From an optimization exercise on the open Yosys and OpenROAD flow, aimed at a short achievable clock period and few clock cycles; shortcuts taken in it are not production practice. At most, simulation tests tie the RTL to the original design; equivalence was not proved. No functional check of the RTL was part of runs 1 and 3. No activity file was given, so power comes from the tool's default toggle rates.

==> design/flow/design.v <==
module csa64(input [63:0] x, y, z, output [63:0] s, c);
assign s = x ^ y ^ z;
assign c = ((x & y) | (x & z) | (y & z)) << 1;
endmodule
module booth_enc(input [31:0] b, input sgn, output [50:0] dig);
wire [34:0] bx = {{2{sgn & b[31]}}, b, 1'b0};
genvar i;
generate
	for (i = 0; i < 17; i = i + 1) begin : d
		assign dig[3*i]   = bx[2*i] ^ bx[2*i+1];
		assign dig[3*i+1] = (bx[2*i+2] & ~bx[2*i+1] & ~bx[2*i]) | (~bx[2*i+2] & bx[2*i+1] & bx[2*i]);
		assign dig[3*i+2] = bx[2*i+2] & ~(bx[2*i+1] & bx[2*i]);
	end
endgenerate
endmodule
module mul_pp(input [31:0] a, input sgn, input [50:0] dig, output [511:0] rows);
wire [32:0] ax = {sgn & a[31], a};
reg [64*18-1:0] pp;
integer i, j;
reg one, two, neg;
reg [63:0] m;
always @* begin
	pp = {64*18{1'b0}};
	for (i = 0; i < 17; i = i + 1) begin
		one = dig[3*i];
		two = dig[3*i+1];
		neg = dig[3*i+2];
		m = 64'b0;
		for (j = 0; j < 64; j = j + 1)
			m[j] = (one & ((j < 33) ? ax[j] : ax[32])) | (two & ((j == 0) ? 1'b0 : (j < 34) ? ax[j-1] : ax[32]));
		m = {64{neg}} ^ m;
		pp[64*i +: 64] = m << (2*i);
		pp[64*17 + 2*i] = neg;
	end
end
wire [64*12-1:0] t;
genvar k;
generate
	for (k = 0; k < 6; k = k + 1) begin : l1
		csa64 c(.x(pp[64*(3*k) +: 64]), .y(pp[64*(3*k+1) +: 64]), .z(pp[64*(3*k+2) +: 64]), .s(t[64*(2*k) +: 64]), .c(t[64*(2*k+1) +: 64]));
	end
	for (k = 0; k < 4; k = k + 1) begin : l2
		csa64 c(.x(t[64*(3*k) +: 64]), .y(t[64*(3*k+1) +: 64]), .z(t[64*(3*k+2) +: 64]), .s(rows[128*k +: 64]), .c(rows[128*k+64 +: 64]));
	end
endgenerate
endmodule
module mul_red(input [511:0] rows, output [191:0] out);
wire [63:0] u0, u1, u2, u3, u4, u5, v0, v1, v2, v3;
csa64 c0(.x(rows[0 +: 64]), .y(rows[64 +: 64]), .z(rows[128 +: 64]), .s(u0), .c(u1));
csa64 c1(.x(rows[192 +: 64]), .y(rows[256 +: 64]), .z(rows[320 +: 64]), .s(u2), .c(u3));
assign u4 = rows[384 +: 64];
assign u5 = rows[448 +: 64];
csa64 c2(.x(u0), .y(u1), .z(u2), .s(v0), .c(v1));
csa64 c3(.x(u3), .y(u4), .z(u5), .s(v2), .c(v3));
wire [63:0] w0, w1;
csa64 c4(.x(v0), .y(v1), .z(v2), .s(w0), .c(w1));
assign out = {v3, w1, w0};
endmodule
module mul_red3(input [191:0] rows, output [63:0] s, c);
csa64 c0(.x(rows[0 +: 64]), .y(rows[64 +: 64]), .z(rows[128 +: 64]), .s(s), .c(c));
endmodule
module mul_fin(input [127:0] rows, output [32:0] lo, output [31:0] hi0, hi1);
wire [63:0] s = rows[63:0];
wire [63:0] c = rows[127:64];
assign lo = {1'b0, s[31:0]} + {1'b0, c[31:0]};
assign hi0 = s[63:32] + c[63:32];
wire [32:0] hi1x = {s[63:32], 1'b1} + {c[63:32], 1'b1};
assign hi1 = hi1x[32:1];
endmodule
module datapath (input clock, reset,
		 output [31:0] imem_addr,
		 input  [31:0] imem_rdata,
		 output        dmem_we,
		 output [31:0] dmem_addr, dmem_wdata,
		 input  [31:0] dmem_rdata);
reg [31:2] pcw;		 
reg [31:2] pcx;		 
wire [31:0] pc_f = {pcx, 2'b00};
reg        v_d, pred_d, spred_d, lpf_d;
reg [31:0] ins_d, pc4_d, rsv_d, rtv_d;
reg [31:2] pcs_d;
reg [3:0]  pj4_d;
reg [16:0] blo_d;
reg [13:0] pch_d, pchi_d, pchd_d;
reg        he_rs, he_rt, hm_rs, hm_rt;	 
reg        mf_d, ldst_d;
reg [31:0] a_e, b_e, sd_e, alt_e, bt_e;
reg        sld_e, lta_e, ltb_e;
reg        we_e, ld_e, st_e, br_e, brl_e, inv_e, eq_e, crs_e, mul_e, msg_e, kill_e;
reg [4:0]  wr_e;
reg        arith_e, sub_e, xp_e, xg_e, xt_e, xn_e, xb_e, sls_e, slu_e, mhi_e, mlo_e;
reg [31:0] res_m, sd_m;
reg        we_m, ld_m, st_m;
reg [4:0]  wr_m;
reg        bl_m, inv_l, eq_l, crs_l;
reg [31:0] alt_l, bt_l;
reg [31:0] wd_w;
reg        we_w;
reg [4:0]  wr_w;
reg [31:0] ma, hi0, hi1;
reg [32:0] lo;
reg [50:0] mdig;
reg        msg, mv1, mv2;
reg [511:0] mrows8;
reg [127:0] mrows2;
reg [31:0] rf [1:31];
wire stall_d, redirect, redirect_m;
wire [31:0] redirect_pc;
wire [31:0] memval = ld_m ? dmem_rdata : res_m;
wire [31:0] ins_f = imem_rdata;
wire [4:0]  rs_f = ins_f[25:21];
wire [4:0]  rt_f = ins_f[20:16];
wire [31:0] pc4_f = pc_f + 32'd4;
localparam NL = 8;
localparam LTB = 10;
reg [NL-1:0] lv, lconf, lex;	 
reg [LTB-1:0] ltag [0:NL-1];
reg [LTB-1:0] ltagp [0:NL-1];	 
reg [7:0]  lcnt [0:NL-1];
reg [7:0]  ltrip [0:NL-1];
reg        lflip_q;
reg [LTB-1:0] ltg_e, ltg_l;
reg        cinv_e, cinv_l, lpf_e, lpf_l, lbw_e, lbw_l, lq_bw;
reg [NL-1:0] lhit_d, lhit_e, lhit_l;
integer lh;
always @* for (lh = 0; lh < NL; lh = lh + 1) lhit_d[lh] = lv[lh] & (ltag[lh] == pcs_d[LTB+1:2]);
wire [5:0]  op_f = ins_f[31:26];
wire jmp_f = op_f == 6'b000010;
wire beq_f = op_f == 6'b000100;
wire bne_f = op_f == 6'b000101;
wire same_f = rs_f == rt_f;
wire [17:0] blo_x = {1'b0, pc_f[17:2], 1'b1} + {1'b0, ins_f[15:0], 1'b1};
wire [16:0] blo_f = blo_x[17:1];
wire [31:0] btgt_f = {pc_f[31:18], blo_f[15:0], 2'b00};
wire spred_f = (beq_f & (same_f | ins_f[15])) | (bne_f & ~same_f);
wire lpf_f = lflip_q & (beq_f | bne_f);	 
wire pred_f = spred_f ^ lpf_f;
wire [31:0] jtgt_f = {pc4_f[31:28], ins_f[25:0], 2'b00};
localparam NJ = 8;
localparam NJB = 3;
reg [NJ-1:0] jv;
reg [29:0] jtag [0:NJ-1];
reg [29:0] jdst [0:NJ-1];
reg [NJ-1:0] jhit_f;
reg [29:0] jt_f;
integer u;
always @* begin
	jt_f = 30'b0;
	for (u = 0; u < NJ; u = u + 1) begin
		jhit_f[u] = jv[u] & (jtag[u] == pcx);
		jt_f = jt_f | ({30{jhit_f[u]}} & jdst[u]);
	end
end
reg        fold_q;
reg [29:0] fdst_q;
wire [31:0] seq_f = fold_q ? {fdst_q, 2'b00} : pc4_f;
wire [31:0] npc_f = jmp_f ? jtgt_f : pred_f ? btgt_f : seq_f;
always @(posedge clock)
begin
	if (reset | redirect) fold_q <= 1'b0;
	else if (~stall_d) fold_q <= (|jhit_f) & ~fold_q & ~jmp_f & ~pred_f;
	if (~stall_d) fdst_q <= jt_f;
end
reg lflip_n;
integer li;
always @* begin
	lflip_n = 1'b0;
	for (li = 0; li < NL; li = li + 1)
		lflip_n = lflip_n | (lv[li] & lconf[li] & (fold_q ? (ltag[li] == fdst_q[LTB-1:0]) : (ltagp[li] == pcx[LTB+1:2])) & lex[li]);
end
always @(posedge clock)
begin
	if (reset | redirect) lflip_q <= 1'b0;
	else if (~stall_d) lflip_q <= lflip_n & ~jmp_f & ~pred_f;
end
always @(posedge clock)
begin
	if (reset) pcw <= 30'b0;
	else if (redirect) pcw <= redirect_pc[31:2];
	else if (~stall_d) pcw <= npc_f[31:2];
end
always @(posedge clock or posedge reset)
begin
	if (reset) pcx <= 30'b0;
	else if (redirect) pcx <= redirect_pc[31:2];
	else if (~stall_d) pcx <= npc_f[31:2];
end
assign imem_addr = {pcw, 2'b00};
wire rt0_f = op_f == 6'b000000;
wire [5:0] fn_f = ins_f[5:0];
wire ralu_f = rt0_f & (fn_f == 6'h20 | fn_f == 6'h21 | fn_f == 6'h22 | fn_f == 6'h23 | fn_f == 6'h24 |
		       fn_f == 6'h25 | fn_f == 6'h26 | fn_f == 6'h01 | fn_f == 6'h2a | fn_f == 6'h2b);
wire mul_f = rt0_f & (fn_f == 6'h18 | fn_f == 6'h19);
wire ialu_f = op_f == 6'h08 | op_f == 6'h09 | op_f == 6'h0a | op_f == 6'h0b | op_f == 6'h0c |
	      op_f == 6'h0d | op_f == 6'h0e;
wire urs_f = ralu_f | mul_f | ialu_f | op_f == 6'h23 | op_f == 6'h2b;
wire urt_f = ralu_f | mul_f;
wire mf_f = rt0_f & (fn_f == 6'h10 | fn_f == 6'h12);
wire [31:0] rf_rs = (rs_f == 5'b0) ? 32'b0 : rf[rs_f];
wire [31:0] rf_rt = (rt_f == 5'b0) ? 32'b0 : rf[rt_f];
wire [31:0] rsw_f = (we_w & (wr_w == rs_f)) ? wd_w : rf_rs;
wire [31:0] rtw_f = (we_w & (wr_w == rt_f)) ? wd_w : rf_rt;
wire [31:0] rsv_f = (we_m & (wr_m == rs_f)) ? memval : rsw_f;
wire [31:0] rtv_f = (we_m & (wr_m == rt_f)) ? memval : rtw_f;
wire [5:0] op = ins_d[31:26];
wire [5:0] fn = ins_d[5:0];
wire [4:0] rs = ins_d[25:21];
wire [4:0] rt = ins_d[20:16];
wire [4:0] rd = ins_d[15:11];
wire rtype = op == 6'b000000;
wire f_add  = rtype & (fn == 6'h20 | fn == 6'h21);
wire f_sub  = rtype & (fn == 6'h22 | fn == 6'h23);
wire f_and  = rtype & fn == 6'h24;
wire f_or   = rtype & fn == 6'h25;
wire f_xor  = rtype & fn == 6'h26;
wire f_xnor = rtype & fn == 6'h01;
wire f_slt  = rtype & fn == 6'h2a;
wire f_sltu = rtype & fn == 6'h2b;
wire f_hi   = rtype & fn == 6'h10;
wire f_lo   = rtype & fn == 6'h12;
wire f_mul  = rtype & (fn == 6'h18 | fn == 6'h19);
wire i_add  = op == 6'h08 | op == 6'h09;
wire i_slt  = op == 6'h0a;
wire i_sltu = op == 6'h0b;
wire i_and  = op == 6'h0c;
wire i_or   = op == 6'h0d;
wire i_xor  = op == 6'h0e;
wire i_lui  = op == 6'h0f;
wire i_lw   = op == 6'h23;
wire i_sw   = op == 6'h2b;
wire i_beq  = op == 6'h04;
wire i_bne  = op == 6'h05;
wire i_br   = i_beq | i_bne;
wire r_alu  = f_add | f_sub | f_and | f_or | f_xor | f_xnor | f_slt | f_sltu;
wire i_alu  = i_add | i_slt | i_sltu | i_and | i_or | i_xor;
wire use_imm = i_alu | i_lui | i_lw | i_sw;
wire sub_d  = f_sub | f_slt | f_sltu | i_slt | i_sltu;
wire [4:0] wr_d = rtype ? rd : rt;
wire we_d = (r_alu | f_hi | f_lo | i_alu | i_lui | i_lw) & (wr_d != 5'b0);
wire zext = i_and | i_or | i_xor;
wire [31:0] imm_d = i_lui ? {ins_d[15:0], 16'b0} : {{16{ins_d[15] & ~zext}}, ins_d[15:0]};
wire hit_e_rs = he_rs & we_e;
wire hit_e_rt = he_rt & we_e;
wire [31:0] v_rs = (hm_rs & we_m) ? memval : rsv_d;
wire [31:0] v_rt = (hm_rt & we_m) ? memval : rtv_d;
wire hs = hm_rs & we_m;
wire ht = hm_rt & we_m;
wire eq_rr = rsv_d == rtv_d;
wire eq_ar = res_m == rtv_d;
wire eq_dr = dmem_rdata == rtv_d;
wire eq_ra = rsv_d == res_m;
wire eq_rd = rsv_d == dmem_rdata;
wire eq_d = (hs & ht) | (hs & ~ht & (ld_m ? eq_dr : eq_ar)) | (~hs & ht & (ld_m ? eq_rd : eq_ra)) |
	    (~hs & ~ht & eq_rr);
wire ld_use = ldst_d & we_e;
wire mf_wait = mf_d & (mul_e | mv1 | mv2);
assign stall_d = v_d & (ld_use | mf_wait);
wire go_d = v_d & ~stall_d;
always @(posedge clock)
begin
	if (reset | redirect) v_d <= 1'b0;
	else if (~stall_d) v_d <= 1'b1;
	ldst_d <= ~stall_d & v_d & i_lw & ((wr_d == rs_f & urs_f) | (wr_d == rt_f & urt_f));
	if (stall_d) begin
		rsv_d <= v_rs;
		rtv_d <= v_rt;
		hm_rs <= wr_e == rs;
		hm_rt <= wr_e == rt;
	end else begin
		ins_d <= ins_f;
		pc4_d <= seq_f;
		pcs_d <= pcx;
		pj4_d <= pc4_f[31:28];
		blo_d <= blo_f;
		pch_d <= pc_f[31:18];
		pchi_d <= pc_f[31:18] + 14'd1;
		pchd_d <= pc_f[31:18] - 14'd1;
		pred_d <= pred_f;
		spred_d <= spred_f;
		lpf_d <= lpf_f;
		rsv_d <= rsv_f;
		rtv_d <= rtv_f;
		mf_d <= mf_f;
		he_rs <= wr_d == rs_f;
		he_rt <= wr_d == rt_f;
		hm_rs <= wr_e == rs_f;
		hm_rt <= wr_e == rt_f;
	end
end
wire i_j = op == 6'b000010;
reg        jq_v, jq2_v, jq3_v;
reg [16:0] jq_lo;
reg [13:0] jq_hi;
reg [29:0] jq_dst, jq2_tag, jq2_dst, jq3_tag, jq3_dst;
reg [NJ-1:0] jdup;
integer w;
always @* for (w = 0; w < NJ; w = w + 1) jdup[w] = jv[w] & (jtag[w] == jq2_tag);
reg [NJB-1:0] jptr;
always @(posedge clock)
begin
	jq_lo <= {1'b0, pcs_d[17:2]} - 17'd2;
	jq_hi <= pcs_d[31:18];
	jq_dst <= {pj4_d, ins_d[25:0]};
	jq2_tag <= {jq_hi - {13'b0, jq_lo[16]}, jq_lo[15:0]};
	jq2_dst <= jq_dst;
	jq3_tag <= jq2_tag;
	jq3_dst <= jq2_dst;
	if (reset) begin
		jq_v <= 1'b0;
		jq2_v <= 1'b0;
		jq3_v <= 1'b0;
		jv <= {NJ{1'b0}};
		jptr <= {NJB{1'b0}};
	end else begin
		jq_v <= v_d & i_j;
		jq2_v <= jq_v;
		jq3_v <= jq2_v & ~(|jdup);
		if (jq3_v) begin
			jv[jptr] <= 1'b1;
			jtag[jptr] <= jq3_tag;
			jdst[jptr] <= jq3_dst;
			jptr <= jptr + 1'b1;
		end
	end
end
wire [31:0] res_e;
wire fb_d = hit_e_rt & ~use_imm;
wire [31:0] v_b = use_imm ? imm_d : v_rt;
wire [13:0] bhi_d = (blo_d[16] == ins_d[15]) ? pch_d : blo_d[16] ? pchi_d : pchd_d;
wire [31:0] btgt_d = {bhi_d, blo_d[15:0], 2'b00};
wire [31:0] bpre = sub_d ? ~v_b : v_b;
wire fbp = fb_d & ~sub_d;
wire fbn = fb_d & sub_d;
always @(posedge clock)
begin
	if (reset) begin
		kill_e <= 1'b0;
		we_e <= 1'b0; ld_e <= 1'b0; st_e <= 1'b0; br_e <= 1'b0; mul_e <= 1'b0;
	end else begin
		kill_e <= redirect;
		we_e <= go_d & we_d;
		ld_e <= go_d & i_lw;
		st_e <= go_d & i_sw;
		br_e <= go_d & i_br;
		mul_e <= go_d & f_mul;
	end
	wr_e <= wr_d;
	inv_e <= i_bne ^ pred_d;	 
	cinv_e <= i_bne ^ spred_d;	 
	lpf_e <= lpf_d;
	ltg_e <= pcs_d[LTB+1:2];
	lbw_e <= ins_d[15];
	lhit_e <= lhit_d;
	eq_e <= eq_d;
	msg_e <= ~fn[0];
	alt_e <= pred_d ? pc4_d : btgt_d;
	bt_e <= btgt_d;
	crs_e <= pred_d & (blo_d[16] != ins_d[15]);
	a_e <= hit_e_rs ? res_e : v_rs;
	b_e <= fbp ? res_e : fbn ? ~res_e : bpre;
	sd_e <= hit_e_rt ? res_e : v_rt;
	sld_e <= hit_e_rt & ld_e;
	lta_e <= hit_e_rs & ld_e;
	ltb_e <= hit_e_rt & ld_e;
	brl_e <= hit_e_rs | hit_e_rt;
	arith_e <= f_add | i_add | i_lw | i_sw | f_sub;
	sub_e <= sub_d;
	xp_e <= f_add | i_add | i_lw | i_sw | f_sub | f_xor | i_xor;
	xg_e <= f_and | i_and;
	xt_e <= f_or | i_or;
	xn_e <= f_xnor;
	xb_e <= i_lui;
	sls_e <= f_slt | i_slt;
	slu_e <= f_sltu | i_sltu;
	mhi_e <= f_hi;
	mlo_e <= f_lo;
end
wire [31:0] a = a_e;
wire [31:0] b = b_e;	 
wire [31:0] g0 = a & b;
wire [31:0] t0 = a | b;
wire [31:0] p0 = a ^ b;
wire [31:0] hi = lo[32] ? hi1 : hi0;
wire [31:0] x = ({32{xp_e}} & p0) | ({32{xg_e}} & g0) | ({32{xt_e}} & t0) | ({32{xn_e}} & ~p0)
	      | ({32{xb_e}} & b_e) | ({32{mhi_e}} & hi) | ({32{mlo_e}} & lo[31:0]);
reg [31:0] g, p, gn, pn;
integer i, l;
always @* begin
	g = g0; p = t0;
	g[0] = g0[0] | (t0[0] & sub_e);
	for (l = 1; l < 32; l = l * 2) begin
		gn = g; pn = p;
		for (i = l; i < 32; i = i + 1) begin
			gn[i] = g[i] | (p[i] & g[i-l]);
			pn[i] = p[i] & p[i-l];
		end
		g = gn; p = pn;
	end
end
wire [31:0] c = {g[30:0], sub_e};
wire [31:0] r = x ^ (c & {32{arith_e}});
wire lt = (sls_e & (p0[31] ? ~g[30] : a[31])) | (slu_e & ~g[31]);
assign res_e = {r[31:1], r[0] | lt};
wire misp_e = eq_e ^ inv_e;
wire redirect_e = br_e & ~kill_e & ~brl_e & (misp_e | crs_e);
wire go_e = ~kill_e & ~redirect_m;	 
wire misp_l = eq_l ^ inv_l;
assign redirect_m = bl_m & (misp_l | crs_l);
assign redirect = redirect_m | redirect_e;
wire lu_m = bl_m;
wire lu_e = br_e & ~kill_e & ~brl_e & ~redirect_m;
reg          lq_v, lq_go, lq_lpf;
reg [NL-1:0] lq_hit;
reg [LTB-1:0] lq_tag;
reg [2:0] lptr;
integer lk;
always @(posedge clock)
begin
	lq_hit <= lu_m ? lhit_l : lhit_e;	 
	lq_go <= lu_m ? ~(eq_l ^ cinv_l) : ~(eq_e ^ cinv_e);	 
	lq_lpf <= lu_m ? lpf_l : lpf_e;
	lq_tag <= lu_m ? ltg_l : ltg_e;
	lq_bw <= lu_m ? lbw_l : lbw_e;
	if (reset) begin
		lq_v <= 1'b0;
		lv <= {NL{1'b0}};
		lptr <= 3'b0;
	end else begin
		lq_v <= lu_m | lu_e;
		if (lq_v) begin
			if (|lq_hit) begin
				for (lk = 0; lk < NL; lk = lk + 1) if (lq_hit[lk]) begin
					if (lq_go) begin
						if (lcnt[lk] != 8'hff) lcnt[lk] <= lcnt[lk] + 8'd1;
						if (lq_lpf) lconf[lk] <= 1'b0;
						lex[lk] <= ~lq_lpf & lconf[lk] & (lcnt[lk] != 8'hff) & (lcnt[lk] + 8'd1 == ltrip[lk]);
					end else begin
						ltrip[lk] <= lcnt[lk];
						lconf[lk] <= lcnt[lk] != 8'hff;
						lcnt[lk] <= 8'd0;
						lex[lk] <= lcnt[lk] == 8'd0;
					end
				end
			end else if (~lq_go | lq_bw) begin
				lv[lptr] <= 1'b1;
				lconf[lptr] <= 1'b0;
				lex[lptr] <= 1'b0;
				ltag[lptr] <= lq_tag;
				ltagp[lptr] <= lq_tag - 1'b1;
				lcnt[lptr] <= {7'd0, lq_go};
				lptr <= lptr + 3'd1;
			end
		end
	end
end
assign redirect_pc = redirect_m ? ((crs_l & ~misp_l) ? bt_l : alt_l) : ((crs_e & ~misp_e) ? bt_e : alt_e);
always @(posedge clock)
begin
	if (reset) begin
		we_m <= 1'b0; ld_m <= 1'b0; st_m <= 1'b0; bl_m <= 1'b0;
	end else begin
		we_m <= we_e & go_e;
		ld_m <= ld_e & go_e;
		st_m <= st_e & go_e;
		bl_m <= br_e & brl_e & go_e;
	end
	wr_m <= wr_e;
	res_m <= res_e;
	sd_m <= sld_e ? dmem_rdata : sd_e;
	inv_l <= inv_e;
	cinv_l <= cinv_e;
	lpf_l <= lpf_e;
	ltg_l <= ltg_e;
	lbw_l <= lbw_e;
	lhit_l <= lhit_e;
	alt_l <= alt_e;
	bt_l <= bt_e;
	crs_l <= crs_e;
	eq_l <= (lta_e & ltb_e) | (lta_e & ~ltb_e & (dmem_rdata == b_e)) | (~lta_e & ltb_e & (a_e == dmem_rdata)) |
		(~lta_e & ~ltb_e & (a_e == b_e));
end
wire [50:0] dig;
wire [511:0] rows8;
wire [191:0] rows3;
wire [127:0] rows2;
wire [32:0] plo;
wire [31:0] phi0, phi1;
booth_enc menc(.b(b_e), .sgn(msg_e), .dig(dig));
mul_pp  mpp(.a(ma), .sgn(msg), .dig(mdig), .rows(rows8));
mul_red mrd(.rows(mrows8), .out(rows3));
mul_red3 mr3(.rows(rows3), .s(rows2[63:0]), .c(rows2[127:64]));
mul_fin mfn(.rows(mrows2), .lo(plo), .hi0(phi0), .hi1(phi1));
always @(posedge clock)
begin
	if (reset) begin
		mv1 <= 1'b0; mv2 <= 1'b0;
	end else begin
		mv1 <= mul_e & go_e;
		mv2 <= mv1;
	end
	if (mul_e & go_e) begin
		ma <= a_e;
		mdig <= dig;
		msg <= msg_e;
	end
	mrows8 <= rows8;
	mrows2 <= rows2;
	lo <= plo;
	hi0 <= phi0;
	hi1 <= phi1;
end
assign dmem_addr = res_m;
assign dmem_wdata = sd_m;
assign dmem_we = st_m;
always @(posedge clock)
begin
	if (reset) we_w <= 1'b0;
	else we_w <= we_m;
	wr_w <= wr_m;
	wd_w <= memval;
end
integer k;
always @(posedge clock)
begin
	if (reset) begin
		for (k = 1; k < 32; k = k + 1) rf[k] <= 32'b0;
	end else if (we_w) begin
		rf[wr_w] <= wd_w;
	end
end
endmodule
==> design/flow/flow/run.sh <==
#!/bin/bash
# Layout flow: the standard flow, with synthesis mapping the logic through ABC with a
# delay-oriented script (flow/speed.abc) in place of the default one, and the ports
# buffered with sky130_fd_sc_hd__buf_8 (the default choice is a slow delay cell).
# Everything else, including the registers that synthesis produces, is the standard flow's.
set -euo pipefail
here=$(pwd)
bash standard.sh SYNTH_SCRIPT=$here/flow/synth.tcl "BUFFER_PORTS_ARGS=-buffer_cell sky130_fd_sc_hd__buf_8" finish > $here/standard.log 2>&1
==> design/flow/flow/speed.abc <==
&get -n
&st
&dch
&nf
&put
buffer -c
topo
stime -c
upsize -c
dnsize -c
==> design/flow/flow/synth.tcl <==
# The standard flow's synthesis script, with the ABC mapping script replaced by flow/speed.abc
set ::speed_abc [file join [file dirname [file normalize [info script]]] speed.abc]
proc abc {args} {
  set i [lsearch $args -script]
  lset args [expr {$i + 1}] $::speed_abc
  yosys abc {*}$args
}
source [file join [file dirname [file dirname [file normalize [info script]]]] synth_recipe.tcl]
==> design/flow/standard.sh <==
#!/bin/bash
# synth_recipe.tcl (not shown) runs the flow's synth.tcl, then flattens the netlist and writes it again
# the make line also repeats each setting of config.mk as NAME=value (left out here)
make -C /OpenROAD-flow-scripts/flow DESIGN_CONFIG=/design/flow/config.mk WORK_HOME=/design/flow/orfs CLKGATE_MAP_FILE= SYNTH_SCRIPT=/design/flow/synth_recipe.tcl "${@:-finish}"
==> design/flow/config.mk <==
export PLATFORM = sky130hd
export DESIGN_NAME = datapath
export DESIGN_NICKNAME = datapath
export VERILOG_FILES = /design/flow/design.v
export SDC_FILE = /design/flow/constraint.sdc
export NUM_CORES = 8
export LEC_CHECK = 0
export CAP_MARGIN = 25
export CORE_MARGIN = 2
export CORE_UTILIZATION = 40
export SETUP_SLACK_MARGIN = 3.2
export SLEW_MARGIN = 20
==> design/flow/constraint.sdc <==
create_clock -name core_clock -period 5.8 [get_ports {clock}]
set_input_delay 1.1600 -clock core_clock [delete_from_list [all_inputs] [get_ports {clock}]]
set_output_delay 1.1600 -clock core_clock [all_outputs]
set_load 0.01 [all_outputs]
==> notes.md, run 1 <==
- Distinct cell type count after synthesis: 96
- Compound-Gate Fraction of Synth Area: 0.109
- Setup WS pre-CTS: 1.36 ns
- Remaining antenna violation count: 0
- Placed cell area: 182000 µm²
- Setup TNS: 0 ns
- Placer Congestion: 1.01
- CTS tree: yes
- WS Path Type: flop to flop
- Critical path endpoint category: flop
- Share of the synthesized area in the top cell type: 0.352
- Area contributors post-synth: edfxtp_1 35%, dfxtp_1 16%, mux4_2 6.7%, fa_1 6.7%, xnor2_1 3.8%
- Post-DP HPWL: 423 mm
- HP Class: primary input to async pin
- Final Skew: 0.0572 ns
- Share of cells above drive strength 1: 0.238
- All-Layer GR Usage: 0.303
- Port Buf Inserts: 160
- Yosys reg bits: 3380
- Post-Syn Area: 172000 µm²
- Cells after synthesis: 14.2k
- Die ar.: 435000 µm²
- Slew margin rel.: 0.126
- Largest family of logic cells by synthesized area: compound AO/OA/AOI/OAI gates
- Critical Path AT: 3.86 ns
- Worst-skew pair later-pin latency: 1.01 ns
- Grt ovf: 0
- RSZ-0062 raised after global routing: yes
- Tmin final: 2.92 ns
- Post-synthesis share of cell area spent on xor and xnor gates: 0.0743
- CTS sink count: 3380
- Slew @ Worst Pin: 1.31 ns
- Sw Ratio: 0.312
- # setup viols final: 0
- Most frequent cells in the layout: 2011 x edfxtp_1, 1154 x dfxtp_1, 1005 x and2_1, 841 x inv_1, 733 x buf_4
- Adder-Cell Fraction of Synth Area: 0.0880
- Crit path max fanout: 6
- Routed wire length: 685 mm
- Psw: 21.7 mW
- Reg power frac: 0.435
- Clock Path Buffers: 4
- DR DRC count: 0
- Layout area overhead: 21.6%
- H-tree Lvls: 5
- TritonCTS Buffers: 364
- Power Density: 333 nW/µm²
- WL/cell: 32.9 µm
- Area fraction in and, or, nand and nor cells after synthesis: 0.0910
- Max IR drop VDD: 0.279 mV
- Mux contribution to synthesized area: 0.0789
- Fin. Hold Viols: 0
- Design area: 209000 µm²
- Avg Cell Area, Syn: 12.1 µm²
- Total power: 69.6 mW
- Setup ws final: 2.88 ns
- Number of global-route vias before repair: 124k
- Final #Nets: 15.7k
- Clk slew on worst S/H paths: 0.07 ns
- Area leader, netlist: edfxtp_1
- Fmax: 343 MHz
- Hold_buf cts: 0
- IO Pins: 163
- Register area share after synthesis: 0.512
- Hold WS: 0.241 ns
- CTS Root Cell: clkbuf_16
- Status: complete, no violations
- Asr flop ratio synth: 0.00888
- Max_cap viols: 0
- Die Y-Extent: 659 µm
- Post-route clock period utilization: 0.503
- Total number of vias: 128k
- Max Transition Viols Final: 0
- Number of iterations in the first detailed-routing pass: 10
- Int Power: 47.9 mW
- Critical Path RT: 6.74 ns
- Starting Density: 0.402
- Row count: 240
- First-pass GRT wire length: 943 mm
- Crit path launch type: flop
- DRT iter0 DRCs: 18.9k
- Vias per inst: 6.17
- Die X: 659 µm
- Placeable Area: 427000 µm²
- Ys Warns: 3
- Clock network power share: 0.354
- Logic pwr share: 0.211
- Leak: 78.7 nW
- Post-synth EDFFs: 2011
- Largest net degree at the start of global routing: 99
- Initial antenna violation count: 46
- Commonest non-fill, non-tap cell in the layout: edfxtp_1
- Predominant post-synthesis flop cell: edfxtp_1
worst max-delay path: stages (launching register included):
cell and delay, ns:
dfrtp_2 0.38, buf_6 0.11, buf_12 0.11, ha_4 0.14, nand4_1 0.17, buf_4 0.20
nor4_4 0.29, nand4_4 0.24, buf_6 0.19, buf_6 0.11, a21oi_2 0.14, o21ai_2 0.08
nand2_2 0.17, o21ai_2 0.07, a221oi_2 0.29, o21a_1 0.15
area by class of cell:
class / count / area [µm²]
Clock buffer: 506 / 10400
Antenna cell: 18 / 45.0
Inverter: 952 / 3860
Fill cell: 37000 / 219000
Sequential cell: 3380 / 88500
Clock inverter: 172 / 2060
Tap cell: 5687 / 7120
Timing Repair inverter: 1 / 8.76
Timing Repair Buffer: 1316 / 15600
Multi-Input combinational cell: 8775 / 81200
Yosys cell counts, types with 94 or more instances:
library cell and number:
nand4_1 157, and2_1 1010, fa_1 572, xor2_1 705, mux4_2 512, edfxtp_1 2011
o21ai_0 617, clkbuf_1 865, mux2i_1 96, a22oi_1 617, dfxtp_1 1339, nand2_1 446
inv_1 922, o211ai_1 96, nor4_1 170, buf_2 142, nand3_1 166, ha_1 293
nor2_1 688, mux2_2 94, a221oi_1 200, a21oi_1 468, o22ai_1 191, xnor2_1 751
logic make-up (layout without fill, tap and decap cells):
| logic type | count (synthesis) | after routing |
|---|---|---|
| flip-flops | 3380 | 3380 |
| AND/OR/NAND/NOR | 2968 | 2976 |
| AO/OA/AOI/OAI | 2771 | 2772 |
| buffers and inverters | 2066 | 2947 |
| XOR/XNOR | 1457 | 1457 |
| adder cells (fa/ha/maj) | 865 | 865 |
| multiplexers | 702 | 702 |
| other | 1 | 21 |
sequential cells by signal (all words and copies together), names as in the netlist, 50 cells and up:
signal  cells
mdig       50
lcnt       64
ltagp      80
mrows2    123
jdst      240
ltrip      64
rf       1024
jtag      240
mrows8    336
ltag       80
worst paths after layout:
| kind | cells past startpoint | end | slack [ns] | from |
|---|---|---|---|---|
| min in group core_clock | 0 | jq3_dst[2] | 0.30 | jq2_dst[2] |
| max | 15 | pcw[26] | 2.88 | pcx[3] |
| min | 2 | pcx[29] | 0.24 | reset |
| max reg2reg | 15 | pcw[26] | 2.88 | pcx[3] |
| min reg2reg | 0 | jq3_dst[2] | 0.30 | jq2_dst[2] |
| max in group asynchronous | 2 | pcx[24] | 5.27 | reset |
repair_timing:
action / in CTS / in global routing
resized for setup: 1094 / 672
setup endpoints to repair: 2146 / 1214
setup buffers: 406 / 271
pin swaps: 211 / 361
gates cloned: 39 / 20
metal layers:
layer  vias to the layer above  part of all wire  global-route usage
li1                      52500                 -                   -
met3                      2329              0.12              0.0800
met1                     64300              0.37               0.394
met5                         -           0.00025                   0
met2                      9142              0.43               0.455
met4                        24             0.076               0.179
power groups by stage:
stage	combinational, mW	clock [mW]	sequential, mW
2_1_floorplan	6.02	0	29.2
3_3_place_gp	10.3	0	30.7
3_5_place_dp	10.3	0	30.7
4_1_cts	12.6	24.8	30.1
5_1_grt	14.9	25.8	30.4
6_report	14.7	24.7	30.3
per-stage QoR:
stage                     utilization  std cells
final                           0.489      20800
after global routing            0.489      20800
after CTS                       0.475      20500
after detailed placement        0.425      19400
after global placement          0.424      19400
after floorplan                     -      14200
==> inputs of run 2 (changes only) <==
--- a/design/flow/design.v
+++ b/design/flow/design.v
@@ -136,8 +136,8 @@
 wire lpf_f = lflip_q & (beq_f | bne_f);	 
 wire pred_f = spred_f ^ lpf_f;
 wire [31:0] jtgt_f = {pc4_f[31:28], ins_f[25:0], 2'b00};
-localparam NJ = 8;
-localparam NJB = 3;
+localparam NJ = 4;
+localparam NJB = 2;
 reg [NJ-1:0] jv;
 reg [29:0] jtag [0:NJ-1];
 reg [29:0] jdst [0:NJ-1];
==> run 2 against run 1 <==
Still clean. Core utilization fell by 0.45 points. Combinational power fell by 26%. Routed wire length fell by 12%. Critical path depth fell by 7. Total power fell by 11%. Sequential share of layout area fell by 0.65 points. Count of clock-buffer cells in the layout fell by 35. Die area fell by 6.1%. Highest routed layer unchanged.
==> notes.md, run 2 <==
- Fmax: 349 MHz (was 343 MHz)
- Max_cap viols: 0 (unchanged)
- Utilization after layout: 0.484 (was 0.489)
- Grt ovf: 0 (unchanged)
- Worst-skew pair later-pin latency: 1.00 ns (was 1.01 ns)
- Max Transition Viols Final: 0 (unchanged)
- Post-synth EDFFs: 1771 (was 2011)
- Register area share after synthesis: 0.500 (was 0.512)
- Placeable Area: 402000 µm² (was 427000 µm²)
- CTS sink count: 3135 (was 3380)
- Total number of vias: 117k (was 128k)
- Setup WS pre-CTS: 0.867 ns (was 1.36 ns)
- DP Cell Count: 18.2k (was 19.4k)
- HP Class: primary input to async pin (unchanged)
- Area leader, netlist: edfxtp_1 (unchanged)
- Critical Path AT: 3.78 ns (was 3.86 ns)
- Final Skew: 0.0854 ns (was 0.0572 ns)
- # setup viols final: 0 (unchanged)
- Most frequent cells in the layout: 1771 x edfxtp_1, 1148 x dfxtp_1, 1006 x and2_1, 769 x xnor2_1, 764 x inv_1 (was 2011 x edfxtp_1, 1154 x dfxtp_1, 1005 x and2_1, 841 x inv_1, 733 x buf_4)
- Die ar.: 408000 µm² (was 435000 µm²)
- Critical Path RT: 6.72 ns (was 6.74 ns)
- Number of iterations in the first detailed-routing pass: 12 (was 10)
- Post-route clock period utilization: 0.494 (was 0.503)
- First-pass GRT wire length: 835 mm (was 943 mm)
- Port Buf Inserts: 160 (unchanged)
- Clk slew on worst S/H paths: 0.06 ns (was 0.07 ns)
- Most frequent cells after synthesis: 1771 x edfxtp_1, 1334 x dfxtp_1, 1013 x and2_1, 891 x clkbuf_1, 839 x inv_1 (was 2011 x edfxtp_1, 1339 x dfxtp_1, 1010 x and2_1, 922 x inv_1, 865 x clkbuf_1)
- Largest net degree at the start of global routing: 102 (was 99)
- Cells after synthesis: 13.5k (was 14.2k)
- Crit path launch type: flop (unchanged)
- Post-Layout Cell Count: 19.5k (was 20.8k)
- Count leader, synth: edfxtp_1 (unchanged)
- IO Pins: 163 (unchanged)
- Predominant post-synthesis flop cell: edfxtp_1 (unchanged)
- Setup TNS: 0 ns (unchanged)
- Hold_buf cts: 0 (unchanged)
- Row count: 233 (was 240)
- Power Density: 319 nW/µm² (was 333 nW/µm²)
- Final #Nets: 14.8k (was 15.7k)
- DR DRC count: 0 (unchanged)
- Distinct cell type count after synthesis: 91 (was 96)
- Leak: 73.9 nW (was 78.7 nW)
- Hold WS: 0.308 ns (was 0.241 ns)
- WL/cell: 30.8 µm (was 32.9 µm)
- Vias per inst: 5.99 (was 6.17)
- RSZ-0062 raised after global routing: yes (unchanged)
- Fillers: 34.9k (was 37.0k)
- Number of global-route vias before repair: 113k (was 124k)
- Remaining antenna violation count: 0 (unchanged)
- Placer Congestion: 0.980 (was 1.01)
- DRT iter0 DRCs: 16.1k (was 18.9k)
- Commonest non-fill, non-tap cell in the layout: edfxtp_1 (unchanged)
- Fin. Hold Viols: 0 (unchanged)
- Routed wire length: 602 mm (was 685 mm)
- Slew @ Worst Pin: 1.20 ns (was 1.31 ns)
- Share of cells above drive strength 1: 0.236 (was 0.238)
- Die Y-Extent: 639 µm (was 659 µm)
- CTS Root Cell: clkbuf_16 (unchanged)
- Asr flop ratio synth: 0.00957 (was 0.00888)
- Total power: 62.0 mW (was 69.6 mW)
- WS Path Type: flop to flop (unchanged)
- Top Registers: rf (1024), mrows8 (336), mrows2 (123) (was rf (1024), mrows8 (336))
- H-tree Lvls: 5 (unchanged)
- Initial antenna violation count: 24 (was 46)
- Yosys reg bits: 3135 (was 3380)
- All-Layer GR Usage: 0.283 (was 0.303)
- Layout area overhead: 20.7% (was 21.6%)
- CTS tree: yes (unchanged)
- Share of the synthesized area in the top cell type: 0.330 (was 0.352)
- Crit path max fanout: 5 (was 6)
- Critical path endpoint category: flop (unchanged)
- Max IR drop VDD: 0.260 mV (was 0.279 mV)
- Post-Syn Area: 161000 µm² (was 172000 µm²)
- Ys Warns: 3 (unchanged)
- Clock Path Buffers: 4 (unchanged)
- Starting Density: 0.401 (was 0.402)
- Slew margin rel.: 0.202 (was 0.126)
- Setup ws final: 2.93 ns (was 2.88 ns)
- Die X: 639 µm (was 659 µm)
- Largest register FFs: 1024 (unchanged)
- Largest register by flop count: rf (unchanged)
- Status: complete, no violations (unchanged)
- Placed cell area: 170000 µm² (was 182000 µm²)
- Design area: 195000 µm² (was 209000 µm²)
- Area contributors post-synth: edfxtp_1 33%, dfxtp_1 17%, mux4_2 7.2%, fa_1 7.1%, xnor2_1 4.4% (was edfxtp_1 35%, dfxtp_1 16%, mux4_2 6.7%, fa_1 6.7%, xnor2_1 3.8%)
- Tmin final: 2.87 ns (was 2.92 ns)
- TritonCTS Buffers: 349 (was 364)
- Avg Cell Area, Syn: 12.0 µm² (was 12.1 µm²)
- Post-DP HPWL: 382 mm (was 423 mm)
[run 2: power by group]
part	internal, mW	switching, mW
combinational	4.66	6.22
clock	13.4	9.81
sequential	25.8	2.08
total	43.9	18.1
[run 2: routing by layer]
layer / wire [µm] / share of wire / GRT usage / up-vias
met1: 231000 / 0.38 / 0.372 / 59300
met2: 263000 / 0.44 / 0.426 / 7132
met3: 66100 / 0.11 / 0.0694 / 1514
met5: 369 / 0.00061 / 0.00626 / -
met4: 41200 / 0.068 / 0.157 / 10
li1: - / - / - / 49000
[run 2: final timing paths]
check	startpoint	to	slack, ns	depth (start not counted)
min reg2reg	jq2_dst[28]	jq3_dst[28]	0.32	0
min in group core_clock	jq2_dst[28]	jq3_dst[28]	0.32	0
max reg2reg	mrows8[127]	mrows2[51]	2.93	8
max in group asynchronous	reset	pcx[3]	5.03	2
min	reset	pcx[20]	0.31	2
max	mrows8[127]	mrows2[51]	2.93	8
[run 2: layout make-up]
type                       count  area, µm²  area share
antenna                       13       32.5    0.000167
clock buffer                 471       9780      0.0503
clock inverter               180       2130      0.0110
inverter                     856       3400      0.0174
multi-input combinational   8437      78500       0.403
sequential                  3135      81200       0.417
tap                         5287       6620      0.0340
timing repair buffer        1135      12900      0.0664
timing repair inverter         1       8.76   0.0000450
[run 2: worst max-delay path: stages, from the launching register on]
cell	delay [ns]
dfxtp_2	0.39
fa_2	0.48
buf_12	0.17
buf_12	0.14
fa_1	0.48
inv_1	0.05
fa_1	0.49
inv_2	0.05
fa_2	0.56
[run 2: what timing repair did]
action                      CTS  global route
gates cloned                 30            28
setup endpoints to repair  2298          1134
resized for setup          1075           511
pin swaps                   271           270
setup buffers               354           210
[run 2: cell families (layout without fill, tap and decap cells)]
family,count (synthesis),count (layout),synth area share
AO/OA/AOI/OAI,2517,2519,0.103
flip-flops,3135,3135,0.500
other,1,16,0.0000233
AND/OR/NAND/NOR,2858,2867,0.0928
XOR/XNOR,1449,1449,0.0789
multiplexers,734,734,0.0860
buffers and inverters,1927,2643,0.0458
adder cells (fa/ha/maj),865,865,0.0938
Testbench counts of run 2, summed over its fixed seeds: cycles 52,274.
==> inputs of run 3 (changes only) <==
--- a/design/flow/design.v
+++ b/design/flow/design.v
@@ -349,7 +349,7 @@
 	cinv_e <= i_bne ^ spred_d;	 
 	lpf_e <= lpf_d;
 	ltg_e <= pcs_d[LTB+1:2];
-	lbw_e <= ins_d[15];
+	lbw_e <= ins_d[15] | (ins_d[20:16] == 5'd0);
 	lhit_e <= lhit_d;
 	eq_e <= eq_d;
 	msg_e <= ~fn[0];
==> run 3 against run 2 <==
Setup slack got worse by 0.10 ns. Routed wire length rose by 1.4%. Cell area rose by 0.16%. Synthesized cell count rose by 0.57%. Flip-flop and latch count rose by 2. First-iteration DRC count fell by 0.63%. Critical endpoint is now mrows2[56]. Highest routed layer unchanged.
==> notes.md, run 3 <==
- Status: complete, no violations (unchanged)
- Final Skew: 0.0971 ns (was 0.0854 ns)
- Remaining antenna violation count: 0 (unchanged)
- First-pass GRT wire length: 855 mm (was 835 mm)
- Area contributors post-synth: edfxtp_1 33%, dfxtp_1 17%, mux4_2 7.2%, fa_1 7.1%, xnor2_1 3.9% (was edfxtp_1 33%, dfxtp_1 17%, mux4_2 7.2%, fa_1 7.1%, xnor2_1 4.4%)
- Avg Cell Area, Syn: 11.9 µm² (was 12.0 µm²)
- Cells after synthesis: 13.6k (was 13.5k)
- Most frequent cells in the layout: 1771 x edfxtp_1, 1156 x dfxtp_1, 1006 x and2_1, 825 x inv_1, 677 x xnor2_1 (was 1771 x edfxtp_1, 1148 x dfxtp_1, 1006 x and2_1, 769 x xnor2_1, 764 x inv_1)
- Number of iterations in the first detailed-routing pass: 9 (was 12)
- Yosys reg bits: 3137 (was 3135)
- Crit path max fanout: 5 (unchanged)
- Met2 routed WL: 270 mm (was 263 mm)
- Worst-skew pair later-pin latency: 1.02 ns (was 1.00 ns)
- Starting Density: 0.402 (was 0.401)
- WL/cell: 31.1 µm (was 30.8 µm)
- Placer Congestion: 0.981 (was 0.980)
- IO Pins: 163 (unchanged)
- Largest net degree at the start of global routing: 71 (was 102)
- Tmin final: 2.97 ns (was 2.87 ns)
- DRT iter0 DRCs: 16.0k (was 16.1k)
- HP Class: primary input to async pin (unchanged)
- Area of the multi-input gates: 78100 µm² (was 78500 µm²)
- TritonCTS Buffers: 351 (was 349)
- Initial antenna violation count: 25 (was 24)
- Top Registers: rf (1024), mrows8 (336), mrows2 (123) (unchanged)
- Fin. Hold Viols: 0 (unchanged)
- Area leader, netlist: edfxtp_1 (unchanged)
- Vias per inst: 6.01 (was 5.99)
- Max Transition Viols Final: 0 (unchanged)
- Most frequent cells after synthesis: 1771 x edfxtp_1, 1336 x dfxtp_1, 1014 x and2_1, 896 x inv_1, 854 x clkbuf_1 (was 1771 x edfxtp_1, 1334 x dfxtp_1, 1013 x and2_1, 891 x clkbuf_1, 839 x inv_1)
- Post-Layout Cell Count: 19.6k (was 19.5k)
- Die X: 638 µm (was 639 µm)
- Port Buf Inserts: 160 (unchanged)
- Share of the synthesized area in the top cell type: 0.330 (about the same)
- Largest register by flop count: rf (unchanged)
- Wire length on met3: 63.6 mm (was 66.1 mm)
- Critical Path AT: 3.85 ns (was 3.78 ns)
- All-Layer GR Usage: 0.290 (was 0.283)
- Post-Syn Area: 161000 µm² (about the same)
- Number of global-route vias before repair: 115k (was 113k)
- RSZ-0062 raised after global routing: yes (unchanged)
- Distinct cell type count after synthesis: 89 (was 91)
- Die Y-Extent: 638 µm (was 639 µm)
- Fillers: 34.9k (about the same)
- Top routing layer in use: met5 (unchanged)
- Seq. cell area: 81200 µm² (about the same)
- DP Cell Count: 18.3k (was 18.2k)
- Register area share after synthesis: 0.501 (was 0.500)
- Post-route clock period utilization: 0.512 (was 0.494)
- Placeable Area: 400000 µm² (was 402000 µm²)
- Ys Warns: 3 (unchanged)
- Leak: 74.2 nW (was 73.9 nW)
- Row count: 232 (was 233)
- Share of cells above drive strength 1: 0.236 (about the same)
- Max IR drop VDD: 0.372 mV (was 0.260 mV)
- CTS sink count: 3137 (was 3135)
- Post-DP HPWL: 384 mm (was 382 mm)
- Clk slew on worst S/H paths: 0.06 ns (about the same)
- Crit path launch type: flop (unchanged)
- H-tree Lvls: 5 (unchanged)
- Clock Path Buffers: 4 (unchanged)
- Final #Nets: 15.0k (was 14.8k)
- Asr flop ratio synth: 0.00956 (was 0.00957)
- Die ar.: 407000 µm² (was 408000 µm²)
- Placed cell area: 170000 µm² (about the same)
- Commonest non-fill, non-tap cell in the layout: edfxtp_1 (unchanged)
- CTS Root Cell: clkbuf_16 (unchanged)
- Slew margin rel.: 0.127 (was 0.202)
- Layout area overhead: 21.1% (was 20.7%)
- Fmax: 337 MHz (was 349 MHz)
- # setup viols final: 0 (unchanged)
- Critical path endpoint category: flop (unchanged)
- CTS tree: yes (unchanged)
- Critical Path RT: 6.68 ns (was 6.72 ns)
- WS Path Type: flop to flop (unchanged)
- Power Density: 320 nW/µm² (was 319 nW/µm²)
- Routed wire length: 610 mm (was 602 mm)
- Slew @ Worst Pin: 1.31 ns (was 1.20 ns)
- Predominant post-synthesis flop cell: edfxtp_1 (unchanged)
- Post-synth EDFFs: 1771 (unchanged)
- Max_cap viols: 0 (unchanged)
- Hold_buf cts: 0 (unchanged)
- Grt ovf: 0 (unchanged)
- Total power: 62.3 mW (was 62.0 mW)
- Count leader, synth: edfxtp_1 (unchanged)
- DR DRC count: 0 (unchanged)
- Largest register FFs: 1024 (unchanged)
- Setup TNS: 0 ns (unchanged)
- DRT met1 WL: 233 mm (was 231 mm)
- Design area: 195000 µm² (about the same)
- Total number of vias: 118k (was 117k)
## run 3: cell types whose count changed after synthesis, sizes merged, moves of 38 or more
cell    before  now
inv        844  897
clkbuf     892  854
nand2      468  589
mux2i      128   84
a21o        61   20
xnor2      812  727
## run 3: worst max-delay path, cell delays in order, from the launching register on
cell and delay, ns:
dfxtp_4 0.39, fa_2 0.47, buf_12 0.16, buf_12 0.13, buf_16 0.12, fa_1 0.50, inv_2 0.04, fa_2 0.52
inv_2 0.04, fa_2 0.50
## run 3: worst paths after layout
path	slack, ns	from	depth (start not counted)	endpoint
worst max-delay path	2.83	mrows8[63]	9	mrows2[56]
worst min-delay path	0.20	reset	2	pcx[3]
worst max register to register	2.83	mrows8[63]	9	mrows2[56]
worst min register to register	0.31	alt_e[4]	0	alt_l[4]
max in group asynchronous	4.21	reset	3	pcx[26]
min in group core_clock	0.31	alt_e[4]	0	alt_l[4]
## run 3: power breakdown
part,switching (mW),internal (mW)
logic,6.33,4.62
clock network,9.80,13.8
registers,1.89,25.9
## run 3: metal layers
layer / global-route usage / up-vias
li1: - / 49400
met1: 0.379 / 59600
met2: 0.443 / 7236
met3: 0.0653 / 1774
met4: 0.166 / 12
met5: 0.000473 / -
## run 3: cell type report
cell class                      count  area share
Sequential cell                  3137       0.416
Multi-Input combinational cell   8485       0.401
Timing Repair Buffer             1162      0.0683
Clock buffer                      468      0.0513
Tap cell                         5265      0.0338
Inverter                          908      0.0183
Clock inverter                    184      0.0111
Antenna cell                       16    0.000205
## run 3: cell families after synthesis
logic type / share of synthesized area
AND/OR/NAND/NOR: 0.0966
AO/OA/AOI/OAI: 0.103
multiplexers: 0.0835
adder cells (fa/ha/maj): 0.0939
other: 0.0000233
XOR/XNOR: 0.0757
buffers and inverters: 0.0464
flip-flops: 0.501
## run 3: through the flow
stage	hold WS [ns]	utilization	setup WS [ns]
3_5_place_dp	0.312	0.425	1.43
2_1_floorplan	0.310	-	2.38
3_3_place_gp	0.310	0.424	1.46
5_1_grt	0.169	0.487	2.76
6_report	0.196	0.487	2.83
4_1_cts	0.130	0.475	2.76
## run 3: repair_timing
| item | CTS | global route |
|---|---|---|
| cloned | 41 | 18 |
| gates resized for setup | 1031 | 632 |
| setup buffers | 337 | 233 |
| pin swaps | 194 | 301 |
| setup endpoints to repair | 1972 | 1008 |
==> inputs of run 4 (changes only) <==
--- a/design/flow/design.v
+++ b/design/flow/design.v
@@ -349,7 +349,7 @@
 	cinv_e <= i_bne ^ spred_d;	 
 	lpf_e <= lpf_d;
 	ltg_e <= pcs_d[LTB+1:2];
-	lbw_e <= ins_d[15] | (ins_d[20:16] == 5'd0);
+	lbw_e <= ins_d[15];
 	lhit_e <= lhit_d;
 	eq_e <= eq_d;
 	msg_e <= ~fn[0];
==> design/flow/flow/run.sh (replaced) <==
#!/bin/bash
# Layout flow: the standard flow, with synthesis mapping all the logic, adders
# included, through ABC with a delay-oriented script (flow/speed.abc) in place of the
# default one and without the fixed full/half-adder cells, and the ports buffered with
# sky130_fd_sc_hd__buf_8 (the default choice is a slow delay cell). Everything else,
# including the registers that synthesis produces, is the standard flow's.
set -euo pipefail
here=$(pwd)
bash standard.sh SYNTH_SCRIPT=$here/flow/synth.tcl ADDER_MAP_FILE= "BUFFER_PORTS_ARGS=-buffer_cell sky130_fd_sc_hd__buf_8" finish > $here/standard.log 2>&1
==> design/flow/flow/speed.abc (replaced) <==
strash
dch
map -D 1000
buffer -c
topo
stime -c
upsize -c
dnsize -c
==> run 4 against run 3 <==
Total power decreased by 0.45%. Flip-flop and latch count down 2. Clock power is essentially flat. Count of clock-buffer cells in the layout up 20. Final cell count is 38% higher. Maximum frequency up 8.1%. Non-clock buffer count decreased by 362. Global-route usage rose by 4.2 points. Clock skew down 0.021 ns. Hold slack improved by 0.084 ns. Synthesized cell count increased by 57%. Highest routed layer unchanged.
==> notes.md, run 4 <==
- Hold_buf cts: 0 (unchanged)
- Max IR drop VDD: 0.269 mV (was 0.372 mV)
- Reg power frac: 0.447 (was 0.445)
- Grt ovf: 0 (unchanged)
- Slew margin rel.: 0.223 (was 0.127)
- Most frequent cells in the layout: 3675 x nand2_1, 3067 x nor2_1, 1771 x edfxtp_1, 1747 x o21ai_0, 1285 x inv_1 (was 1771 x edfxtp_1, 1156 x dfxtp_1, 1006 x and2_1, 825 x inv_1, 677 x xnor2_1)
- Clk slew on worst S/H paths: 0.07 ns (was 0.06 ns)
- Max_cap viols: 0 (unchanged)
- DP Cell Count: 26.2k (was 18.3k)
- DR DRC count: 0 (unchanged)
- Worst-skew pair later-pin latency: 0.99 ns (was 1.02 ns)
- Reg2Reg Setup Slack: 3.05 ns (was 2.83 ns)
- All-Layer GR Usage: 0.332 (was 0.290)
- First-pass GRT wire length: 1080 mm (was 855 mm)
- Most frequent cells after synthesis: 3754 x nand2_1, 3138 x nor2_1, 1849 x o21ai_0, 1771 x edfxtp_1, 1366 x inv_1 (was 1771 x edfxtp_1, 1336 x dfxtp_1, 1014 x and2_1, 896 x inv_1, 854 x clkbuf_1)
- Crit path max fanout: 11 (was 5)
- Cells after synthesis: 21.2k (was 13.6k)
- WL/cell: 28.4 µm (was 31.1 µm)
- Critical-path top delay cell: dfrtp_4 (was fa_2)
- Die X: 663 µm (was 638 µm)
- Final #Nets: 21.2k (was 15.0k)
- Critical path endpoint category: flop (unchanged)
- Critical-path cell list: clkinvlp_4 > buf_4 > a22o_1 > nor4_2 > nand3_1 > nand2_2 > nand4_1 > nand4_1 > o21ai_1 > a21boi_1 (was fa_2 > buf_12 > buf_12 > buf_16 > fa_1 > inv_2 > fa_2 > inv_2 > fa_2)
- Post-synth EDFFs: 1771 (unchanged)
- Predominant post-synthesis flop cell: edfxtp_1 (unchanged)
- Distinct cell type count after synthesis: 94 (was 89)
- Remaining antenna violation count: 0 (unchanged)
- Placeable Area: 432000 µm² (was 400000 µm²)
- Die Y-Extent: 663 µm (was 638 µm)
- WS Path Type: flop to flop (unchanged)
- Avg Cell Area, Syn: 8.17 µm² (was 11.9 µm²)
- Post-Syn Area: 174000 µm² (was 161000 µm²)
- DRT iter0 DRCs: 21.2k (was 16.0k)
- Die ar.: 439000 µm² (was 407000 µm²)
- Placer Congestion: 1.05 (was 0.981)
- Crit path launch type: flop (unchanged)
- Routed wire length: 772 mm (was 610 mm)
- Final Skew: 0.0760 ns (was 0.0971 ns)
- Asr flop ratio synth: 0.00957 (was 0.00956)
- Post-DP HPWL: 521 mm (was 384 mm)
- HP Class: primary input to async pin (unchanged)
- RSZ-0062 raised after global routing: yes (unchanged)
- Row count: 241 (was 232)
- Slew @ Worst Pin: 1.16 ns (was 1.31 ns)
- Fmax: 364 MHz (was 337 MHz)
- Status: complete, no violations (unchanged)
- Post-route clock period utilization: 0.474 (was 0.512)
- Critical Path AT: 3.66 ns (was 3.85 ns)
- Area of the multi-input gates: 85100 µm² (was 78100 µm²)
- Count leader, synth: nand2_1 (was edfxtp_1)
- Placed cell area: 182000 µm² (was 170000 µm²)
- Vias per inst: 6.06 (was 6.01)
- TritonCTS Buffers: 350 (was 351)
- CTS Root Cell: clkbuf_16 (unchanged)
- Ys Warns: 3 (unchanged)
- Share of cells above drive strength 1: 0.107 (was 0.236)
- IO Pins: 163 (unchanged)
- Largest net degree at the start of global routing: 182 (was 71)
- Largest register by flop count: rf (unchanged)
- Psw: 19.3 mW (was 18.0 mW)
- Fin. Hold Viols: 0 (unchanged)
- Total number of vias: 165k (was 118k)
- Sw Ratio: 0.311 (was 0.289)
- Largest register FFs: 1024 (unchanged)
- Number of iterations in the first detailed-routing pass: 7 (was 9)
- Commonest non-fill, non-tap cell in the layout: nand2_1 (was edfxtp_1)
- Int Power: 42.8 mW (was 44.3 mW)
- Clock Path Buffers: 4 (unchanged)
- Design area: 201000 µm² (was 195000 µm²)
- Area contributors post-synth: edfxtp_1 31%, dfxtp_1 15%, nand2_1 8.1%, nor2_1 6.8%, xor2_1 5.6% (was edfxtp_1 33%, dfxtp_1 17%, mux4_2 7.2%, fa_1 7.1%, xnor2_1 3.9%)
- Seq. cell area: 81100 µm² (was 81200 µm²)
- Starting Density: 0.402 (about the same)
- Max Transition Viols Final: 0 (unchanged)
- Power Density: 309 nW/µm² (was 320 nW/µm²)
- Port Buf Inserts: 160 (unchanged)
- Fillers: 41.2k (was 34.9k)
- Critical Path RT: 6.72 ns (was 6.68 ns)
- Share of the synthesized area in the top cell type: 0.306 (was 0.330)
- Area leader, netlist: edfxtp_1 (unchanged)
- Leak: 80.1 nW (was 74.2 nW)
- Post-Layout Cell Count: 27.2k (was 19.6k)
- Setup TNS: 0 ns (unchanged)
- Max incr delay on CP: 0.44 ns (was 0.52 ns)
- CTS sink count: 3135 (was 3137)
- Clock network power share: 0.376 (was 0.379)
- H-tree Lvls: 5 (unchanged)
- Tmin final: 2.75 ns (was 2.97 ns)
- Register area share after synthesis: 0.465 (was 0.501)
- CTS tree: yes (unchanged)
- Initial antenna violation count: 52 (was 25)
- Layout area overhead: 15.6% (was 21.1%)
- Yosys reg bits: 3135 (was 3137)
- # setup viols final: 0 (unchanged)
- CP most frequent cell: nand4_1 (was fa_2)
- Top Registers: rf (1024), mrows8 (336), mrows2 (123) (unchanged)
- Number of global-route vias before repair: 151k (was 115k)
- Logic pwr share: 0.177 (was 0.176)
run 4: changes by cell type after synthesis, sizes merged, moves of 293 or more:
cell,delta
a21oi,+475
a22oi,-433
and2,-929
fa,-572
ha,-293
inv,+505
mux4,-512
nand2,+3172
nand3,+722
nor2,+2471
o21ai,+1255
o22ai,+793
xnor2,-443
xor2,+438
run 4: worst paths after layout:
path / from / endpoint / cells past startpoint
setup / recovery: pcx[11] / lflip_q / 10
hold / removal: reset / pcx[9] / 2
setup reg to reg: pcx[11] / lflip_q / 10
hold reg to reg: jq2_dst[13] / jq3_dst[13] / 0
max in group asynchronous: reset / pcx[27] / 2
min in group core_clock: jq2_dst[13] / jq3_dst[13] / 0
run 4: layout make-up:
cell class | count | share of cell area
Multi-Input combinational cell | 15400 | 0.424
Sequential cell | 3135 | 0.404
Clock buffer | 488 | 0.0502
Timing Repair Buffer | 800 | 0.0467
Tap cell | 5710 | 0.0356
Inverter | 1438 | 0.0294
Clock inverter | 157 | 0.00902
Timing Repair inverter | 9 | 0.000374
Antenna cell | 16 | 0.000200
run 4: routing by layer:
metal	wire (µm)	GRT usage	part of all wire	up-vias
met3	85000	0.0754	0.11	2512
met2	332000	0.509	0.43	10200
met4	62000	0.223	0.080	18
li1	-	-	-	73300
met5	119	0	0.00015	-
met1	292000	0.418	0.38	78400
run 4: timing repair:
action,in CTS,in global routing
pin swaps,25,60
endpoints found under the setup margin,1497,1128
setup buffers,127,91
gates resized for setup,713,512
cloned,17,23
run 4: worst max-delay path: cells and delay by family, from the launching register on:
| kind | cells | cell delay (ns) |
|---|---|---|
| DFF | 1 | 0.44 |
| and+or+nand+nor | 5 | 1.24 |
| buffers and inverters | 2 | 0.48 |
| AOI/OAI and AO/OA | 3 | 0.51 |
run 4: cells by family (layout without fill, tap and decap cells):
kind of cell             after synthesis  count (layout)  synth area share
AND/OR/NAND/NOR                     8632            8635             0.207
AO/OA/AOI/OAI                       5228            5228             0.183
flip-flops                          3135            3135             0.465
buffers and inverters               2703            2892            0.0612
XOR/XNOR                            1463            1463            0.0803
adder cells (fa/ha/maj)               58              58           0.00335
multiplexers                          14              14          0.000815
other                                  1              19         0.0000216
run 4: power by group through the flow:
stage / Combinational (mW) / Clock (mW) / Sequential [mW]
2_1_floorplan: 5.58 / 0 / 27.0
3_3_place_gp: 9.19 / 0 / 28.2
3_5_place_dp: 9.20 / 0 / 28.2
4_1_cts: 9.96 / 23.5 / 27.7
5_1_grt: 11.4 / 24.3 / 27.9
6_report: 11.0 / 23.3 / 27.8
run 4: through the flow:
stage | worst slack [ns] | hold slack, ns | utilization | power (mW)
after floorplan | 2.53 | 0.310 | - | 32.5
after global placement | 1.48 | 0.310 | 0.421 | 37.3
after global routing | 3.05 | 0.257 | 0.465 | 63.6
after detailed placement | 1.45 | 0.312 | 0.421 | 37.4
after CTS | 3.03 | 0.210 | 0.457 | 61.2
final | 3.05 | 0.280 | 0.465 | 62.1
Testbench counts of run 4, summed over its fixed seeds: cycles 52,274.
==> inputs of run 5 (changes only) <==
==> design/flow/flow/speed.abc (replaced) <==
&get -n
&st
&dch
&nf
&put
buffer -c
topo
stime -c
upsize -c
dnsize -c
==> run 5 against run 4 <==
Final cell count is 24% lower. Largest cell class is now flip-flops and latches. Highest routed layer unchanged. Clock skew grew 0.0010 ns. Synthesized cell count shrank 31%. Hold slack better by 0.038 ns. Flip-flop and latch count unchanged. Critical endpoint is now sd_e[26]. Cell area decreased by 3.6%. Sequential share of layout area grew 1.5 points. Clock power about the same.
==> notes.md, run 5 <==
- Power Density: 316 nW/µm² (was 309 nW/µm²)
- Max IR drop VDD: 0.257 mV (was 0.269 mV)
- Row count: 233 (was 241)
- H-tree Lvls: 5 (unchanged)
- IO Pins: 163 (unchanged)
- CTS Root Cell: clkbuf_16 (unchanged)
- Critical Path RT: 6.60 ns (was 6.72 ns)
- Max Transition Viols Final: 0 (unchanged)
- Predominant post-synthesis flop cell: edfxtp_1 (unchanged)
- Mux contribution to synthesized area: 0.0830 (was 0.000815)
- Most frequent cells after synthesis: 1771 x edfxtp_1, 1728 x xnor2_1, 1334 x dfxtp_1, 1056 x and2_1, 907 x nor2_1 (was 3754 x nand2_1, 3138 x nor2_1, 1849 x o21ai_0, 1771 x edfxtp_1, 1366 x inv_1)
- Final Skew: 0.0770 ns (was 0.0760 ns)
- CTS tree: yes (unchanged)
- Routed wire length: 628 mm (was 772 mm)
- Area leader, netlist: edfxtp_1 (unchanged)
- Max_cap viols: 0 (unchanged)
- Yosys reg bits: 3135 (unchanged)
- Fillers: 35.9k (was 41.2k)
- Port Buf Inserts: 160 (unchanged)
- Layout area overhead: 19.3% (was 15.6%)
- Clock Path Buffers: 4 (unchanged)
- Slew @ Worst Pin: 1.25 ns (was 1.16 ns)
- Critical path endpoint category: flop (unchanged)
- Worst-skew pair later-pin latency: 1.01 ns (was 0.99 ns)
- DRT iter0 DRCs: 16.9k (was 21.2k)
- Starting Density: 0.402 (about the same)
- Placeable Area: 403000 µm² (was 432000 µm²)
- Placer Congestion: 1.02 (was 1.05)
- Die Y-Extent: 641 µm (was 663 µm)
- Post-synth EDFFs: 1771 (unchanged)
- Area contributors post-synth: edfxtp_1 33%, dfxtp_1 16%, xnor2_1 9.3%, mux4_2 7.1%, and2_1 4.1% (was edfxtp_1 31%, dfxtp_1 15%, nand2_1 8.1%, nor2_1 6.8%, xor2_1 5.6%)
- HP Class: flop to flop (was primary input to async pin)
- Total number of vias: 125k (was 165k)
- Adder-Cell Fraction of Synth Area: 0.0227 (was 0.00335)
- First-pass GRT wire length: 868 mm (was 1080 mm)
- Critical Path AT: 3.61 ns (was 3.66 ns)
- Clk slew on worst S/H paths: 0.06 ns (was 0.07 ns)
- Commonest non-fill, non-tap cell in the layout: edfxtp_1 (was nand2_1)
- Remaining antenna violation count: 0 (unchanged)
- Post-Syn Area: 162000 µm² (was 174000 µm²)
- Crit path max fanout: 3 (was 11)
- Area of the multi-input gates: 80800 µm² (was 85100 µm²)
- Leak: 69.2 nW (was 80.1 nW)
- Slew margin rel.: 0.161 (was 0.223)
- TritonCTS Buffers: 347 (was 350)
- Total power: 61.1 mW (was 62.1 mW)
- Share of the synthesized area in the top cell type: 0.328 (was 0.306)
- Share of cells above drive strength 1: 0.203 (was 0.107)
- Largest family of logic cells by synthesized area: XOR/XNOR gates (was simple AND/OR/NAND/NOR gates)
- Compound-Gate Fraction of Synth Area: 0.117 (was 0.183)
- Status: complete, no violations (unchanged)
- Distinct cell type count after synthesis: 112 (was 94)
- Post-route clock period utilization: 0.484 (was 0.474)
- Hold_buf cts: 0 (unchanged)
- Fmax: 356 MHz (was 364 MHz)
- Asr flop ratio synth: 0.00957 (unchanged)
- Number of global-route vias before repair: 118k (was 151k)
- All-Layer GR Usage: 0.292 (was 0.332)
- DR DRC count: 0 (unchanged)
- Setup TNS: 0 ns (unchanged)
- Most frequent cells in the layout: 1771 x edfxtp_1, 1648 x xnor2_1, 1183 x dfxtp_1, 1049 x and2_1, 828 x nor2_1 (was 3675 x nand2_1, 3067 x nor2_1, 1771 x edfxtp_1, 1747 x o21ai_0, 1285 x inv_1)
- Avg Cell Area, Syn: 11.1 µm² (was 8.17 µm²)
- Count leader, synth: edfxtp_1 (was nand2_1)
- Largest register by flop count: rf (unchanged)
- Initial antenna violation count: 30 (was 52)
- Largest net degree at the start of global routing: 84 (was 182)
- Final #Nets: 15.0k (was 21.2k)
- Die X: 641 µm (was 663 µm)
- Critical-path cell list: maj3_2 > maj3_2 > a221oi_4 > o21a_2 > nor3_2 > o21ai_2 > xor2_2 > nor2_2 > a21oi_4 (was clkinvlp_4 > buf_4 > a22o_1 > nor4_2 > nand3_1 > nand2_2 > nand4_1 > nand4_1 > o21ai_1 > a21boi_1)
- Critical-path top delay cell: maj3_2 (was dfrtp_4)
- CP most frequent cell: maj3_2 (was nand4_1)
## run 5: changes by cell type after synthesis, sizes merged, moves of 449 or more
cell	before	now
and2	88	1057
inv	1402	215
mux4	0	512
nand2	3761	850
nand3	850	237
nor2	3155	908
o21ai	1906	884
o22ai	958	141
xnor2	284	1733
xor2	1101	652
## run 5: cells by family (layout without fill, tap and decap cells)
kind of cell    after synthesis  after routing
buf+inv                    1285           1912
flops                      3135           3135
simple gates               3816           3821
fa+ha+maj                   367            367
xor+xnor                   2386           2386
mux                         692            692
compound gates             2949           2951
other cells                   1             22
## run 5: critical path: cells and delay by family, from the launching register on
family	cells	cell delay, ns
compound gates	4	1.13
fa+ha+maj	2	0.72
flops	1	0.36
xor+xnor	1	0.31
simple gates	2	0.14
## run 5: layout make-up
class | instances | share of cell area
Antenna cell | 19 | 0.000246
Clock buffer | 471 | 0.0501
Clock inverter | 173 | 0.0105
Inverter | 223 | 0.00502
Multi-Input combinational cell | 10200 | 0.418
Sequential cell | 3135 | 0.419
Tap cell | 5405 | 0.0350
Timing Repair Buffer | 1041 | 0.0621
Timing Repair inverter | 4 | 0.000181
## run 5: where the power goes
group / leakage (nW) / internal [mW] / switching, mW
sequential: 29.1 / 25.7 / 1.93
combinational: 34.3 / 4.22 / 6.14
clock: 5.74 / 13.4 / 9.65
## run 5: worst paths after layout
kind,startpoint,end,slack [ns],cells past startpoint
setup / recovery,b_e[0],sd_e[26],2.99,9
hold / removal,jq2_dst[13],jq3_dst[13],0.32,0
setup reg to reg,b_e[0],sd_e[26],2.99,9
hold reg to reg,jq2_dst[13],jq3_dst[13],0.32,0
max in group asynchronous,reset,pcx[16],4.97,2
min in group asynchronous,reset,pcx[12],0.42,2
## run 5: what timing repair did
| action | 4_1_cts | 5_1_grt |
|---|---|---|
| cloned | 29 | 17 |
| pin swaps | 143 | 174 |
| resized for setup | 784 | 486 |
| buffers inserted | 265 | 180 |
| setup endpoints to repair | 2179 | 1037 |
## run 5: layer usage
metal  global-route usage  up-vias  part of all wire
met5                    0        -           0.00030
met4                0.157       24             0.062
met3               0.0685     1671              0.11
met2                0.437     7853              0.43
met1                0.391    62200              0.39
li1                     -    53600                 -
## run 5: per-stage QoR
stage | util | worst slack, ns | hold WS, ns | cells | cell area, µm²
2_1_floorplan | - | 2.02 | 0.310 | 14600 | 163000
3_3_place_gp | 0.424 | 1.27 | 0.310 | 19500 | 171000
3_5_place_dp | 0.425 | 1.37 | 0.312 | 19500 | 171000
4_1_cts | 0.469 | 3.04 | 0.318 | 20500 | 189000
5_1_grt | 0.480 | 2.94 | 0.329 | 20700 | 193000
6_report | 0.480 | 2.99 | 0.319 | 20700 | 193000
